Background: an optimization exercise with open tools, aiming at small area. Do not read the settings as production practice.
In this exercise RTL edits were held to simulation tests only and were not proved equivalent to the original.
Power figures rest on the tool's default switching activity, not on a simulated workload.

Design i2c_regs, start of the top module:
module i2c_regs (
	input  wire        clk,
	input  wire        rst_n,               
	input  wire        scl_i,
	output wire        scl_o,
	output wire        scl_t,
	input  wire        sda_i,
	output wire        sda_o,
	output wire        sda_t,
	input  wire        pll_lock,
	input  wire        second_pll_lock,
	input  wire        subg_delay_cflag,
	output wire        i2c_busy,
	output wire        i2c_addressed,
	output wire        i2c_bus_active,
	output reg         internal_rst,
	output reg         led_rst,
	output reg  [7:0]  ufl_p7_sel,
	output reg  [7:0]  ufl_p8_sel,
	output reg         subg_rx_invert,
	output reg         wifi_rx_invert,
	output reg         subg_sync_check_enable,
	output reg         wifi_sync_check_enable,
	output reg  [15:0] spi1_test_pattern,
	output reg  [15:0] spi2_test_pattern,
	output reg  [15:0] spi3_test_pattern,
	output reg  [15:0] spi4_test_pattern,
	output reg  [3:0]  spi_test_pattern_enable,
	output reg  [31:0] tx_lvds_test_pattern,
	output reg         tx_lvds_test_pattern_enable,
	output reg         subg_delay_loadn,
	output reg         subg_delay_move,
	output reg         subg_delay_direction
);
Size in the first run: ~140 I/O pins.
==> flow/config.mk <==
export PLATFORM = sky130hd
export DESIGN_NAME = i2c_regs
export DESIGN_NICKNAME = i2c_regs
export VERILOG_FILES = /design/flow/design.v
export SDC_FILE = /design/flow/constraint.sdc
export NUM_CORES = 4
export LEC_CHECK = 0
export CAP_MARGIN = 20
export CORE_MARGIN = 2
export CORE_UTILIZATION = 40
export SLEW_MARGIN = 20
==> flow/constraint.sdc <==
create_clock -name core_clock -period 10.0 [get_ports {clk}]
set_input_delay 2.0000 -clock core_clock [delete_from_list [all_inputs] [get_ports {clk}]]
set_output_delay 2.0000 -clock core_clock [all_outputs]
set_load 0.01 [all_outputs]
standard.sh (not shown) runs the stock make flow with config.mk's settings and CLKGATE_MAP_FILE= SYNTH_SCRIPT=/design/flow/synth_recipe.tcl, a recipe that flattens the netlist after the stock synthesis.
==> flow/flow/run.sh <==
#!/bin/bash
# Own layout flow: the standard synthesis, unchanged; then the
# combinational logic between the registers is re-mapped for area with ABC,
# eight scripts, four at a time (registers, their names and cell types are
# kept; each new netlist is proven combinationally equivalent to the
# standard one with Yosys, and the smallest proven one is used); then the
# standard ORFS layout with small port buffers and a clock tree with larger
# sink clusters and no dummy loads.
# Each tool's full output goes to a log file of its own in this folder.
set -euo pipefail
WORK=$(pwd)
FLOWDIR=$WORK/flow
YOSYS=$(command -v yosys || echo /OpenROAD-flow-scripts/tools/install/yosys/bin/yosys)
LIB=$FLOW_HOME/platforms/sky130hd/lib/sky130_fd_sc_hd__tt_025C_1v80.lib
RES=$WORK/orfs/results/$FLOW_PLATFORM/i2c_regs/base
source $FLOWDIR/knobs.sh

# 1. standard synthesis
bash standard.sh synth > log_1_synth.log 2>&1
cp $RES/1_2_yosys.v $WORK/std_synth.v

# 2. area re-mapping of the combinational logic, one ABC script per job
remap_one() {
  local i=$1
  sed -e "s#@LIB@#$LIB#g" -e "s#@IN@#$WORK/std_synth.v#g" -e "s#@OUT@#$WORK/remap_$i.v#g" \
      -e "s#@ABC@#$FLOWDIR/remap_$i.abc#g" -e "s#@STAT@#$WORK/remap_stat_$i.txt#g" \
      $FLOWDIR/remap.ys > $WORK/remap_run_$i.ys
  sed -e "s#@LIB@#$LIB#g" -e "s#@A@#$WORK/std_synth.v#g" -e "s#@B@#$WORK/remap_$i.v#g" \
      $FLOWDIR/cec.ys > $WORK/cec_run_$i.ys
  if timeout 1800 $YOSYS -s $WORK/remap_run_$i.ys > log_2_remap_$i.log 2>&1 \
     && timeout 1200 $YOSYS -s $WORK/cec_run_$i.ys > log_3_cec_$i.log 2>&1; then
    awk '/Chip area/ {print $NF}' $WORK/remap_stat_$i.txt > $WORK/remap_area_$i.txt
  fi
}
for i in 1 2 3 4; do remap_one $i & done
wait
for i in 5 6 7 8; do remap_one $i & done
wait
best=""; best_area=""
for i in 1 2 3 4 5 6 7 8; do
  if [[ -s $WORK/remap_area_$i.txt ]]; then
    a=$(cat $WORK/remap_area_$i.txt)
    if [[ -z "$best" ]] || awk -v a="$a" -v b="$best_area" 'BEGIN {exit !(a < b)}'; then
      best=$i; best_area=$a
    fi
  fi
done
if [[ -n "$best" ]]; then
  echo "using remap_$best.v (area $best_area), proven equivalent" > remap_status.txt
  cp $WORK/remap_$best.v $RES/1_2_yosys.v
  rm -f $RES/1_synth.odb
else
  echo "no remap proven; keeping the standard netlist" > remap_status.txt
fi

# 3. layout
bash standard.sh "${KNOBS[@]}" finish > log_4_layout.log 2>&1
Other scripts of this flow, unchanged in this note and not shown: flow/flow/cec.ys, flow/flow/knobs.sh, flow/flow/remap.ys, flow/flow/remap_1.abc, flow/flow/remap_2.abc, flow/flow/remap_3.abc, flow/flow/remap_4.abc, flow/flow/remap_5.abc, flow/flow/remap_6.abc, flow/flow/remap_7.abc, flow/flow/remap_8.abc
==> next run, changes <==
--- a/flow/design.v
+++ b/flow/design.v
@@ -78,23 +78,22 @@
 wire sda_new = sda_n && !sda_c[1];
 wire scl_posedge = scl_reg && scl_new;
 wire scl_negedge = !scl_reg && scl_new;
 wire start_bit = !sda_reg && sda_new && scl_reg;
 wire stop_bit = sda_reg && sda_new && scl_reg;
 wire scl_e = scl_i ^ scl_reg, scl_sw = scl_n && scl_c[1];
 wire sda_e = sda_i ^ sda_reg, sda_sw = sda_n && sda_c[1];
 reg [7:0] data_mux;                       
 wire s_tready = s_state == S_READ_1 && !s_data_valid;
 wire       m_tready;      
 wire       rd_valid;      
-wire [7:0] rd_data;
 always @* begin
     s_state_next = S_IDLE;
     s_data_next = s_data;
     s_data_valid_next = s_data_valid;
     s_out_valid_next = s_out_valid;
     s_mode_read_next = s_mode_read;
     s_bit_count_next = s_bit_count;
     m_tdata_next = m_tdata;
     m_tvalid_next = m_tvalid && !m_tready;
     m_tlast_next = m_tlast;
     scl_o_next = scl_o_reg;
@@ -177,23 +176,22 @@
                         m_tvalid_next = s_out_valid;
                         s_out_valid_next = 1'b0;
                         s_data_valid_next = 1'b1;
                         s_state_next = S_ACK;
                     end
                 end else begin
                     s_state_next = S_WRITE_2;
                 end
             end
             S_READ_1: begin
                 if (s_tready && rd_valid) begin
-                    s_data_next = rd_data;
                     s_data_valid_next = 1'b1;
                 end
                 if (scl_negedge || !scl_o_reg) begin
                     if (!s_data_valid) begin
                         scl_o_next = 1'b0;
                         s_state_next = S_READ_1;
                     end else begin
                         scl_o_next = 1'b1;
                         sda_o_next = s_data[7];
                         s_data_next = {s_data[6:0], sda_reg};
                         if (s_bit_count != 0) begin
@@ -225,28 +223,28 @@
                         s_state_next = S_READ_1;
                     end
                 end else begin
                     s_state_next = S_READ_3;
                 end
             end
         endcase
     end
 end
 always @(posedge clk) begin
     s_state <= s_state_next;
-    s_data <= s_data_next;
+    s_data <= (b_state == B_READ_1A) ? data_mux : s_data_next;
     s_data_valid <= s_data_valid_next;
     s_out_valid <= s_out_valid_next;
     s_mode_read <= s_mode_read_next;
     s_bit_count <= s_bit_count_next;
-    m_tdata <= (b_state == B_READ_1A) ? data_mux : m_tdata_next;
+    m_tdata <= m_tdata_next;
     m_tvalid <= m_tvalid_next;
     m_tlast <= m_tlast_next;
     scl_reg <= scl_reg ^ scl_sw;
     scl_n <= scl_sw || (scl_e && scl_c == 2'b11);
     scl_c <= {!scl_sw && scl_e && scl_c != 2'b00, scl_sw ? !scl_e : scl_e && !scl_c[0]};
     sda_reg <= sda_reg ^ sda_sw;
     sda_n <= sda_sw || (sda_e && sda_c == 2'b11);
     sda_c <= {!sda_sw && sda_e && sda_c != 2'b00, sda_sw ? !sda_e : sda_e && !sda_c[0]};
     scl_o_reg <= scl_o_next;
     sda_o_reg <= sda_o_next;
     if (start_bit) bus_active_reg <= 1'b1;
@@ -273,23 +271,22 @@
         bus_active_reg <= 1'b0;
         bus_addressed_reg <= 1'b0;
     end
 end
 reg b_count, b_count_next;                
 reg b_last;
 reg [15:0] b_addr, b_addr_next;
 reg b_ready, b_ready_next;
 reg b_rd_valid, b_rd_valid_next;
 assign m_tready = b_ready;
 assign rd_valid = b_rd_valid;
-assign rd_data = m_tdata;
 assign i2c_busy = b_state != B_IDLE;
 wire b_take = b_ready && m_tvalid;
 always @* begin
     b_state_next = B_IDLE;
     b_count_next = b_count;
     b_rd_valid_next = 1'b0;
     b_ready_next = 1'b0;
     b_addr_next = b_addr;
     case (b_state)
         B_IDLE: begin
             if (m_tvalid) begin
Effect: Power shrinks by 1.4%; design area shrinks by 1.2%; sequential cell count does not change; worst setup slack is better by 0.22 ns; synthesized cell count shrinks by 8.3%; die area shrinks by 0.45%.

==> re-timing with driven ports <==
How much do the figures lean on ideal ports? The routed layouts below were timed once more, with nothing changed but the port constraints. Step 1 (the two cells are an assumption about what drives the block):
set clk [get_ports {clk}]
set_driving_cell -lib_cell sky130_fd_sc_hd__clkbuf_16 $clk
set_driving_cell -lib_cell sky130_fd_sc_hd__buf_2 [delete_from_list [all_inputs] $clk]
Step 2 times the ports against the registers' clock, not the clock port: input delays grow and output delays shrink by t, the midpoint of the rising clock arrivals with the driver on. Slacks: ideal / step 1 / step 2; pairs: ideal / step 1.
run	t, ns	slack for setup (ns)	hold WS [ns]	latest minus earliest clock arrival (ns)	worst register clock-pin slew, ns
the first run	0.553	6.153 / 6.176 / 5.623	0.469 / 0.469 / 0.469	0.050 / 0.050	0.10 / 0.10
the second run	0.550	6.377 / 6.337 / 5.846	0.463 / 0.463 / 0.463	0.027 / 0.027	0.11 / 0.11
After both steps setup and hold are still met in every run listed. For the second run, which loses most, drivers alone change the setup slack by -0.040 ns; drivers and shift together by -0.531 ns.
